From an optimization exercise on the open Yosys and OpenROAD flow, aimed at small area; shortcuts taken in it are not production practice.
The RTL was checked by simulation tests, not by an equivalence proof against the original design.
No activity file was given, so power comes from the tool's default toggle rates. The clock port is modelled as an ideal driver; clocking choices that lean on that would not hold on a real chip.

// FIR_Filter
module FIR_Filter #(parameter C_S_AXI_ADDR_WIDTH = 6, C_S_AXI_DATA_WIDTH = 32, TAP_WIDTH=16)
    (
    input       S_AXI_ACLK,
    input       S_AXI_ARESETN,
    input       [C_S_AXI_ADDR_WIDTH-1:0] S_AXI_AWADDR,
    input       S_AXI_AWVALID,
    output      S_AXI_AWREADY,
    input       [C_S_AXI_DATA_WIDTH-1:0] S_AXI_WDATA,
    input       [3:0] S_AXI_WSTRB,
    input       S_AXI_WVALID,
    output      S_AXI_WREADY,
    output      [1:0] S_AXI_BRESP,
    output      S_AXI_BVALID,
    input       S_AXI_BREADY,
    input       [C_S_AXI_ADDR_WIDTH-1:0] S_AXI_ARADDR,
    input       S_AXI_ARVALID,
    output      S_AXI_ARREADY,
    output      [C_S_AXI_DATA_WIDTH-1:0] S_AXI_RDATA,
    output      [1:0] S_AXI_RRESP,
    output      S_AXI_RVALID,
    input       S_AXI_RREADY,
    input       signed [15:0] attenInput0,
    input       signed [15:0] attenInput1,
    input       signed [15:0] attenInput2,
    input       signed [15:0] attenInput3,
    input       signed [15:0] attenInput4,
    input       signed [15:0] attenInput5,
    input       signed [15:0] attenInput6,
    input       signed [15:0] attenInput7,
    input       signed [15:0] attenInput8,
    input       signed [15:0] attenInput9,
    input       signed [15:0] attenInput10,
    input       signed [15:0] attenInput11,
    input       signed [15:0] attenInput12
    );
Size: ~11000 cells after synthesis, about 4100 flip-flops, about 300 I/O pins, ~120000 um2 of cells after synthesis.
clock: 50.0 ns
lec_check: 0
abc_area: 1
cap_margin: 20
core_margin: 2
core_utilization: 65
slew_margin: 20
standard.sh (not shown) runs the stock make flow with config.mk's settings and CLKGATE_MAP_FILE= SYNTH_SCRIPT=/design/flow/synth_recipe.tcl, a recipe that flattens the netlist after the stock synthesis.
==> flow/flow/run.sh <==
#!/bin/bash
# The standard layout (standard.sh: standard synthesis, then ORFS to
# finish) with two placement/CTS choices passed to ORFS:
#  - port buffers are sky130_fd_sc_hd__buf_1 (every port still gets one);
#  - CTS clusters up to 25 sinks within 100 um per leaf buffer and inserts
#    no dummy loads.
# The full output of the run goes to standard.log; ORFS keeps each step's own
# log under orfs/logs/.
export BUFFER_PORTS_ARGS="-buffer_cell sky130_fd_sc_hd__buf_1"
export CTS_ARGS="-sink_clustering_enable -repair_clock_nets -sink_clustering_size 25 -sink_clustering_max_diameter 100 -dont_use_dummy_load"
bash standard.sh finish > standard.log 2>&1
Rerun with:
Settings changed: CORE_UTILIZATION 65 to 75.
=> The new run completed with no timing, DRC or antenna violations. Final area falls by 0.38%. Clock power is about the same. Flip-flop and latch count does not change. Synthesized cell count does not change. Hold slack degrades by 26 ps. Clock-buffer cell count came out lower by 1. Fmax went down by 0.36%. Via count increases by 5.3%. Setup slack gets worse by 88 ps. Utilization goes up by 10 points.

========
Another version of the RTL of FIR_Filter (not shown whole).
Size in the first run: about 12000 cells after synthesis, ~4100 flip-flops, roughly 300 I/O pins.
Settings: LEC_CHECK=0, ABC_AREA=1, CAP_MARGIN=20, CORE_MARGIN=2, CORE_UTILIZATION=65, SLEW_MARGIN=20; clock period 50.0 ns.
run.sh (not shown) runs the stock make flow with config.mk's settings and CLKGATE_MAP_FILE= SYNTH_SCRIPT=/design/flow/synth_recipe.tcl, a recipe that flattens the netlist after the stock synthesis.
Stock flow here: none of the scripts above is used.
The starting point finished clean.
Edit:
==> flow/flow/run.sh (new file) <==
#!/bin/bash
# The standard layout (standard.sh: standard synthesis, then ORFS to
# finish) with two placement/CTS choices passed to ORFS:
#  - port buffers are sky130_fd_sc_hd__buf_1 (every port still gets one);
#  - CTS clusters up to 25 sinks within 100 um per leaf buffer and inserts
#    no dummy loads.
# The full output of the run goes to standard.log; ORFS keeps each step's own
# log under orfs/logs/.
export BUFFER_PORTS_ARGS="-buffer_cell sky130_fd_sc_hd__buf_1"
export CTS_ARGS="-sink_clustering_enable -repair_clock_nets -sink_clustering_size 25 -sink_clustering_max_diameter 100 -dont_use_dummy_load"
bash standard.sh finish > standard.log 2>&1
==> flow/standard.sh (new file) <==
#!/bin/bash
# synth_recipe.tcl (not shown) runs the flow's synth.tcl, then flattens the netlist and writes it again
# the make line also repeats each setting of config.mk as NAME=value (left out here)
make -C /OpenROAD-flow-scripts/flow DESIGN_CONFIG=/design/flow/config.mk WORK_HOME=/design/flow/orfs CLKGATE_MAP_FILE= SYNTH_SCRIPT=/design/flow/synth_recipe.tcl "${@:-finish}"
removed: flow/run.sh
Result:
- non-clock buffer count drops by 5
- power decreases by 16%
- core utilization went down by 5.2 points
Edit:
==> flow/run.sh (new file) <==
#!/bin/bash
# synth_recipe.tcl (not shown) runs the flow's synth.tcl, then flattens the netlist and writes it again
# the make line also repeats each setting of config.mk as NAME=value (left out here)
make -C /OpenROAD-flow-scripts/flow DESIGN_CONFIG=/design/flow/config.mk WORK_HOME=/design/flow/orfs CLKGATE_MAP_FILE= SYNTH_SCRIPT=/design/flow/synth_recipe.tcl finish
CTS_CLUSTER_DIAMETER = 100   (was unset)
CTS_CLUSTER_SIZE = 25   (was unset)
removed: flow/flow/run.sh
removed: flow/standard.sh
After rerunning: Setup slack is worse by 0.76 ns. Synthesized area stays the same. Via count hardly moves.

========
## old
Another version of the RTL of FIR_Filter (not shown whole).
For scale: ~300 I/O pins, ~120000 um^2 of cells after synthesis.
## FIR_Filter
module FIR_Filter #(parameter C_S_AXI_ADDR_WIDTH = 6, C_S_AXI_DATA_WIDTH = 32, TAP_WIDTH=16)
    (
    input       S_AXI_ACLK,
    input       S_AXI_ARESETN,
    input       [C_S_AXI_ADDR_WIDTH-1:0] S_AXI_AWADDR,
    input       S_AXI_AWVALID,
    output      S_AXI_AWREADY,
    input       [C_S_AXI_DATA_WIDTH-1:0] S_AXI_WDATA,
    input       [3:0] S_AXI_WSTRB,
    input       S_AXI_WVALID,
    output      S_AXI_WREADY,
    output      [1:0] S_AXI_BRESP,
    output      S_AXI_BVALID,
    input       S_AXI_BREADY,
    input       [C_S_AXI_ADDR_WIDTH-1:0] S_AXI_ARADDR,
    input       S_AXI_ARVALID,
    output      S_AXI_ARREADY,
    output      [C_S_AXI_DATA_WIDTH-1:0] S_AXI_RDATA,
    output      [1:0] S_AXI_RRESP,
    output      S_AXI_RVALID,
    input       S_AXI_RREADY,
    input       signed [15:0] attenInput0,
    input       signed [15:0] attenInput1,
    input       signed [15:0] attenInput2,
    input       signed [15:0] attenInput3,
    input       signed [15:0] attenInput4,
    input       signed [15:0] attenInput5,
    input       signed [15:0] attenInput6,
    input       signed [15:0] attenInput7,
    input       signed [15:0] attenInput8,
    input       signed [15:0] attenInput9,
    input       signed [15:0] attenInput10,
    input       signed [15:0] attenInput11,
    input       signed [15:0] attenInput12
    );
==> flow/config.mk <==
export PLATFORM = sky130hd
export DESIGN_NAME = FIR_Filter
export DESIGN_NICKNAME = FIR_Filter
export VERILOG_FILES = /design/flow/design.v
export SDC_FILE = /design/flow/constraint.sdc
export NUM_CORES = 4
export LEC_CHECK = 0
export ABC_AREA = 1
export CAP_MARGIN = 20
export CORE_MARGIN = 2
export CORE_UTILIZATION = 75
export SLEW_MARGIN = 20
==> flow/constraint.sdc <==
create_clock -name core_clock -period 50.0 [get_ports {S_AXI_ACLK}]
set_input_delay 10.0000 -clock core_clock [delete_from_list [all_inputs] [get_ports {S_AXI_ACLK}]]
set_output_delay 10.0000 -clock core_clock [all_outputs]
set_load 0.01 [all_outputs]
standard.sh (not shown) runs the stock make flow with config.mk's settings and CLKGATE_MAP_FILE= SYNTH_SCRIPT=/design/flow/synth_recipe.tcl, a recipe that flattens the netlist after the stock synthesis.
==> flow/flow/run.sh <==
#!/bin/bash
# The standard layout (standard.sh: standard synthesis, then ORFS to
# finish) with two placement/CTS choices passed to ORFS:
#  - port buffers are sky130_fd_sc_hd__buf_1 (every port still gets one);
#  - CTS clusters up to 30 sinks within 80 um per leaf buffer and inserts
#    no dummy loads.
# The full output of the run goes to standard.log; ORFS keeps each step's own
# log under orfs/logs/.
export BUFFER_PORTS_ARGS="-buffer_cell sky130_fd_sc_hd__buf_1"
export CTS_ARGS="-sink_clustering_enable -repair_clock_nets -sink_clustering_size 30 -sink_clustering_max_diameter 80 -dont_use_dummy_load"
bash standard.sh finish > standard.log 2>&1
Setup changes, old to new
diff --git a/flow/flow/run.sh b/flow/flow/run.sh
--- a/flow/flow/run.sh
+++ b/flow/flow/run.sh
@@ -5 +5 @@
-#  - CTS clusters up to 30 sinks within 80 um per leaf buffer and inserts
+#  - CTS clusters up to 25 sinks within 100 um per leaf buffer and inserts
@@ -10 +10 @@
-export CTS_ARGS="-sink_clustering_enable -repair_clock_nets -sink_clustering_size 30 -sink_clustering_max_diameter 80 -dont_use_dummy_load"
+export CTS_ARGS="-sink_clustering_enable -repair_clock_nets -sink_clustering_size 25 -sink_clustering_max_diameter 100 -dont_use_dummy_load"
## What came out
Relative contribution of combinational cells to total power: new < old
Comparing old and new, the lower number of antenna violations at the first check in global routing is on old.
Status: maximum clock frequency parity (new, old)
Diff old -> new | overall routed net length | increase of 0.82%
Going from old to new, detailed route wirelength on metal3 grew by about 0.7%; final instance area rose about 0.44%.

==> separate check: timing with driven ports <==
No port has a modelled driver above. Below, the same layouts with a new extraction and two added sets of constraints.
Step 1 assumes that a clkbuf_16 drives the clock port and a buf_2 every other input.
Step 2 adds t to the input delays and takes it off the output delays; t is the mean of the earliest and latest rising clock arrival at the registers after step 1. Input paths then give back, and output paths get back, about the clock's delay inside the block.
Three values: no drivers, after step 1, after step 2; two values: the first two.
run | t, ns | slack for setup (ns) | hold slack, ns | clock arrival spread, ns | pins driven straight from the clock port
the first run of note 1 | 0.934 | 25.799 / 25.866 / 24.932 | 0.283 / 0.283 / 0.283 | 0.100 / 0.100 | 1
the second run of note 1 | 0.907 | 25.711 / 25.770 / 24.862 | 0.257 / 0.257 / 0.257 | 0.144 / 0.145 | 1
the first run of note 2 | 1.010 | 28.784 / 28.755 / 28.755 | 0.280 / 0.280 / 0.280 | 0.126 / 0.126 | 1
the second run of note 2 | 0.928 | 29.541 / 29.517 / 29.517 | 0.254 / 0.254 / 0.254 | 0.092 / 0.092 | 1
the third run of note 2 | 0.931 | 28.784 / 28.755 / 28.755 | 0.315 / 0.315 / 0.315 | 0.055 / 0.055 | 1
old | 0.899 | 26.579 / 26.616 / 25.717 | 0.261 / 0.261 / 0.261 | 0.138 / 0.138 | 1
new | 0.875 | 26.622 / 26.655 / 25.780 | 0.282 / 0.282 / 0.282 | 0.147 / 0.147 | 1
After both steps setup and hold are still met in every run listed. The setup slack of the first run of note 1, which loses most, moves by +0.067 ns with the drivers and by -0.867 ns with both steps.
